Source: an optimization exercise on an open RTL-to-GDS flow (aim: small area and a short achievable clock period). Production flows keep margins and buffers that such runs may drop.
In this exercise RTL edits were held to simulation tests only and were not proved equivalent to the original.
The flow treats the clock pin as an ideal source, which a real chip does not have.
Power figures rest on the tool's default switching activity, not on a simulated workload.

== rev 12 ==
==> flow/design.v <==
`timescale 1ns/1ps
module FIFO#(
    parameter width = 32,
    parameter depth = 64,
    parameter ptr_w = 6
)
(
    clk, rstn,
    rd_en, wrt_en,
    data_in,
    read_ready,
    data_out,
    full, empty,
    out_valid,
    empty_o
);
input clk, rstn;
input rd_en, wrt_en;
input [width-1 : 0] data_in;
input read_ready;
output [width-1 : 0] data_out;
output full, empty;
output out_valid;
output empty_o;    
reg full, not_empty;
assign empty = !not_empty;
reg [width-1 : 0] sram_mem [0 : depth-1];
reg [ptr_w-1 : 0] waddr, raddr;
reg [width-1 : 0] din_q, din_qq;    
reg was_empty, was_empty2;          
wire rd_do, wr_do;
wire [ptr_w-1 : 0] waddr_inc, raddr_inc;
assign waddr_inc = waddr + 1'b1;
assign raddr_inc = raddr + 1'b1;
assign rd_do = rd_en & not_empty & read_ready;
assign wr_do = wrt_en & (!full | rd_do);
assign out_valid = rd_do;
always @(posedge clk) begin
    din_q <= data_in;
    din_qq <= din_q;
    was_empty <= !not_empty;
    was_empty2 <= was_empty;
end
reg [3:0] wsel_hi, wcom_grp;
reg [15:0] wsel_lo, wcom_lo;
always @(posedge clk or negedge rstn) begin
    if(!rstn) begin
        wsel_hi <= 4'd1;
        wsel_lo <= 16'd1;
        wcom_grp <= 4'd0;
    end
    else begin
        if(wr_do) begin
            wsel_lo <= {wsel_lo[14:0], wsel_lo[15]};
            if(wsel_lo[15])
                wsel_hi <= {wsel_hi[2:0], wsel_hi[3]};
        end
        wcom_grp <= wsel_hi & {4{wr_do}};
    end
end
always @(posedge clk)
    wcom_lo <= wsel_lo;
integer w;
always @(posedge clk) begin
    for (w = 0; w < depth; w = w + 1)
        if (wcom_grp[w/16] & wcom_lo[w%16])
            sram_mem[w] <= din_q;
end
reg [3:0] rsel_hi;
reg [15:0] rsel_lo;
always @(posedge clk or negedge rstn) begin
    if(!rstn) begin
        rsel_hi <= 4'd1;
        rsel_lo <= 16'd1;
    end
    else if(rd_do) begin
        rsel_lo <= {rsel_lo[14:0], rsel_lo[15]};
        if(rsel_lo[15])
            rsel_hi <= {rsel_hi[2:0], rsel_hi[3]};
    end
end
reg [width-1 : 0] grp [0 : 3];
reg [width-1 : 0] grp_d [0 : 3];
integer i, j;
always @(*) begin
    for (i = 0; i < 4; i = i + 1) begin
        grp_d[i] = {width{1'b0}};
        for (j = 0; j < 16; j = j + 1)
            grp_d[i] = grp_d[i] | (sram_mem[16*i+j] & {width{rsel_lo[j]}});
    end
end
always @(posedge clk) begin
    for (i = 0; i < 4; i = i + 1)
        grp[i] <= grp_d[i];
end
reg [width-1 : 0] rdata;
always @(*) begin
    rdata = {width{1'b0}};
    for (i = 0; i < 4; i = i + 1)
        rdata = rdata | (grp[i] & {width{rsel_hi[i]}});
end
assign data_out = was_empty ? din_q : was_empty2 ? din_qq : rdata;
always @(posedge clk or negedge rstn) begin
    if(!rstn)
        raddr <= 'b0;
    else if(rd_do)
        raddr <= raddr_inc;
end
always @(posedge clk or negedge rstn) begin
    if(!rstn)
        waddr <= 'b0;
    else if(wr_do)
        waddr <= waddr_inc;
end
always @(posedge clk or negedge rstn) begin
    if(!rstn)
        full <= 'b0;
    else if((wr_do & !rd_do) && (waddr_inc == raddr))
        full <= 'b1;
    else if(rd_do & !wr_do)
        full <= 'b0;
end
reg not_empty_o;
assign empty_o = !not_empty_o;
always @(posedge clk or negedge rstn) begin
    if(!rstn)
        not_empty_o <= 'b0;
    else
        not_empty_o <= (not_empty_o | (wr_do & !rd_do)) & !((rd_do & !wr_do) && (raddr_inc == waddr));
end
always @(posedge clk or negedge rstn) begin
    if(!rstn)
        not_empty <= 'b0;
    else if((rd_do & !wr_do) && (raddr_inc == waddr))
        not_empty <= 'b0;
    else if(wr_do & !rd_do)
        not_empty <= 'b1;
end
endmodule
`timescale 1ns/1ps
module serial_out#(
    parameter width = 32,
    parameter count_w = 5
)
(
    clk, rstn,
    rd_en,
    data_in,
    data_out,
    read_ready,
    data_valid,
    read_ready_o,
    data_valid_o
);
input clk ,rstn;
input [width-1 : 0] data_in;
input rd_en;
output data_out;
output read_ready;
output data_valid;
output read_ready_o;
output data_valid_o;
reg [width-1 : 1] data_hi;
reg data_lo;
reg [count_w-1 : 0] count;
reg data_valid;
assign read_ready = !data_valid;
reg valid_o, busy_o;
assign data_valid_o = valid_o;
assign read_ready_o = !busy_o;
wire last = (count == 'd31);
wire load = rd_en & read_ready;
wire keep = data_valid & !last;
always @(posedge clk) begin
    data_hi <= load ? data_in[width-1:1] : {data_hi[width-1], data_hi[width-1:2]};
end
always@(posedge clk or negedge rstn) begin
    if(!rstn) begin
        count <= 'b0;
        data_lo <= 'b0;
        data_valid <= 'b0;
        valid_o <= 'b0;
        busy_o <= 'b0;
    end
    else begin
        data_lo <= load ? data_in[0] : (keep & data_hi[1]);
        valid_o <= load | (valid_o & !last);
        busy_o <= (load | busy_o) & !last;
        if(last) begin
            data_valid <= 'b0;
            count <= 'b0;
        end
        else if(load) begin
            data_valid <= 'b1;
            count <= 'b0;
        end
        else if(data_valid)
            count <= count + 'b1;
    end
end
assign data_out = data_lo;
endmodule
`timescale 1ns/1ps
module PISO_SRAM#(
    parameter width = 32,
    parameter depth = 64,
    parameter ptr_w = 6
)
(
    clk, rstn,
    rd_en, wrt_en,
    data_in,
    data_out,
    full, empty,
    out_valid,
    read_ready
);
input clk, rstn;
input rd_en, wrt_en;
input [width-1 : 0] data_in;
output data_out;
output full, empty;
output out_valid;
output read_ready;
wire [width-1 : 0] trans_data;
wire trans_valid;
wire ready_int, empty_int, valid_int;
FIFO fifo0(
    .clk(clk),
    .rstn(rstn),
    .rd_en(rd_en),
    .wrt_en(wrt_en),
    .data_in(data_in),
    .read_ready(ready_int),
    .data_out(trans_data),
    .full(full),
    .empty(empty_int),
    .out_valid(trans_valid),
    .empty_o(empty));
serial_out so1(
    .clk(clk), .rstn(rstn),
    .rd_en(trans_valid),
    .data_in(trans_data),
    .data_out(data_out),
    .read_ready(ready_int),
    .data_valid(valid_int),
    .read_ready_o(read_ready),
    .data_valid_o(out_valid)
);
endmodule
==> flow/config.mk <==
export PLATFORM = sky130hd
export DESIGN_NAME = PISO_SRAM
export DESIGN_NICKNAME = PISO_SRAM
export VERILOG_FILES = /design/flow/design.v
export SDC_FILE = /design/flow/constraint.sdc
export NUM_CORES = 4
export LEC_CHECK = 0
export CAP_MARGIN = 20
export CORE_MARGIN = 2
export CORE_UTILIZATION = 50
export CTS_CLUSTER_DIAMETER = 100
export CTS_CLUSTER_SIZE = 25
export PLACE_DENSITY = 0.7
export SETUP_SLACK_MARGIN = 2.75
export SLEW_MARGIN = 20
==> flow/constraint.sdc <==
create_clock -name core_clock -period 5.0 [get_ports {clk}]
set_input_delay 1.0000 -clock core_clock [delete_from_list [all_inputs] [get_ports {clk}]]
set_output_delay 1.0000 -clock core_clock [all_outputs]
set_load 0.01 [all_outputs]
standard.sh (not shown) runs the stock make flow with config.mk's settings and CLKGATE_MAP_FILE= SYNTH_SCRIPT=/design/flow/synth_recipe.tcl, a recipe that flattens the netlist after the stock synthesis.
==> flow/flow/run.sh <==
#!/bin/bash
# The standard layout (standard.sh, unchanged synthesis), with two changes:
# the port buffers that buffer_ports inserts are plain buf_4 cells instead of
# the delay cells it picks by default, and after CTS the setup repair is run
# again (flow/post_cts.tcl, through ORFS's POST_CTS_TCL hook). Each tool's
# full output stays in orfs/logs; make's own output goes to standard.log here.
set -euo pipefail
here=$(pwd)
export BUFFER_PORTS_ARGS="-buffer_cell sky130_fd_sc_hd__buf_4"
export POST_CTS_TCL="$here/flow/post_cts.tcl"
bash standard.sh > standard.log 2>&1
==> flow/flow/post_cts.tcl <==
# Sourced by ORFS's cts.tcl (POST_CTS_TCL) after its own setup repair: the
# repair often stops early, so run it again from where it stopped, then
# legalize the placement as cts.tcl does.
log_cmd estimate_parasitics -placement
for {set pass 0} {$pass < 2} {incr pass} {
  repair_timing_helper
  log_cmd estimate_parasitics -placement
}
set result [catch { detailed_placement } msg]
if { $result != 0 } {
  error "Detailed placement failed after the extra repair: $msg"
}
check_placement -verbose
report_worst_slack
report_design_area
Changes in rev 13 relative to rev 12:
Settings: SETUP_SLACK_MARGIN: 2.75 -> 2.65; PLACE_DENSITY: 0.7 -> 0.6.
As far as post-synthesis average cell area goes, rev 12 and rev 13 are indistinguishable; the numbers are identical. Cell area across rev 12 and rev 13: no real change. [compare] base=rev 12 new=rev 13: setup skew after layout has remained practically unchanged, number of cells in the finished layout apart from fillers held steady. Comparing length of routed met3 wiring for rev 12 and rev 13, the bigger number came from rev 12. Summary: with rev 12 as the reference, maximum number of pins on one net before global-route repair in rev 13 moved down by a few percent. Compared with rev 12, rev 13 shows a share of total power consumed by net switching that is 0.21 points higher. Comparing rev 13 with rev 12, the final worst slack came out essentially unchanged. Any difference in static power due to leakage between rev 13 and rev 12 is small enough to ignore.

## port drivers added, routing unchanged
No port has a modelled driver above. Below, the same layouts with a new extraction and two added sets of constraints. Step 1, drivers: a clkbuf_16 drives clk and a buf_2 each remaining input, both assumed. Step 2 also shifts input and output timing later by t, the mid clock arrival at the registers, as if the neighbouring blocks saw the same clock. Slacks: no drivers / after step 1 / after step 2; pairs: no drivers / after step 1.
run	shift t [ns]	slack for setup (ns)	worst setup path after step 2
rev 12	0.843	2.644 / 2.557 / 2.297	input to register
rev 13	0.843	2.646 / 2.554 / 2.356	input to register
After both steps setup and hold are still met in every run listed. For rev 12, which loses most, drivers alone change the setup slack by -0.087 ns; drivers and shift together by -0.347 ns.
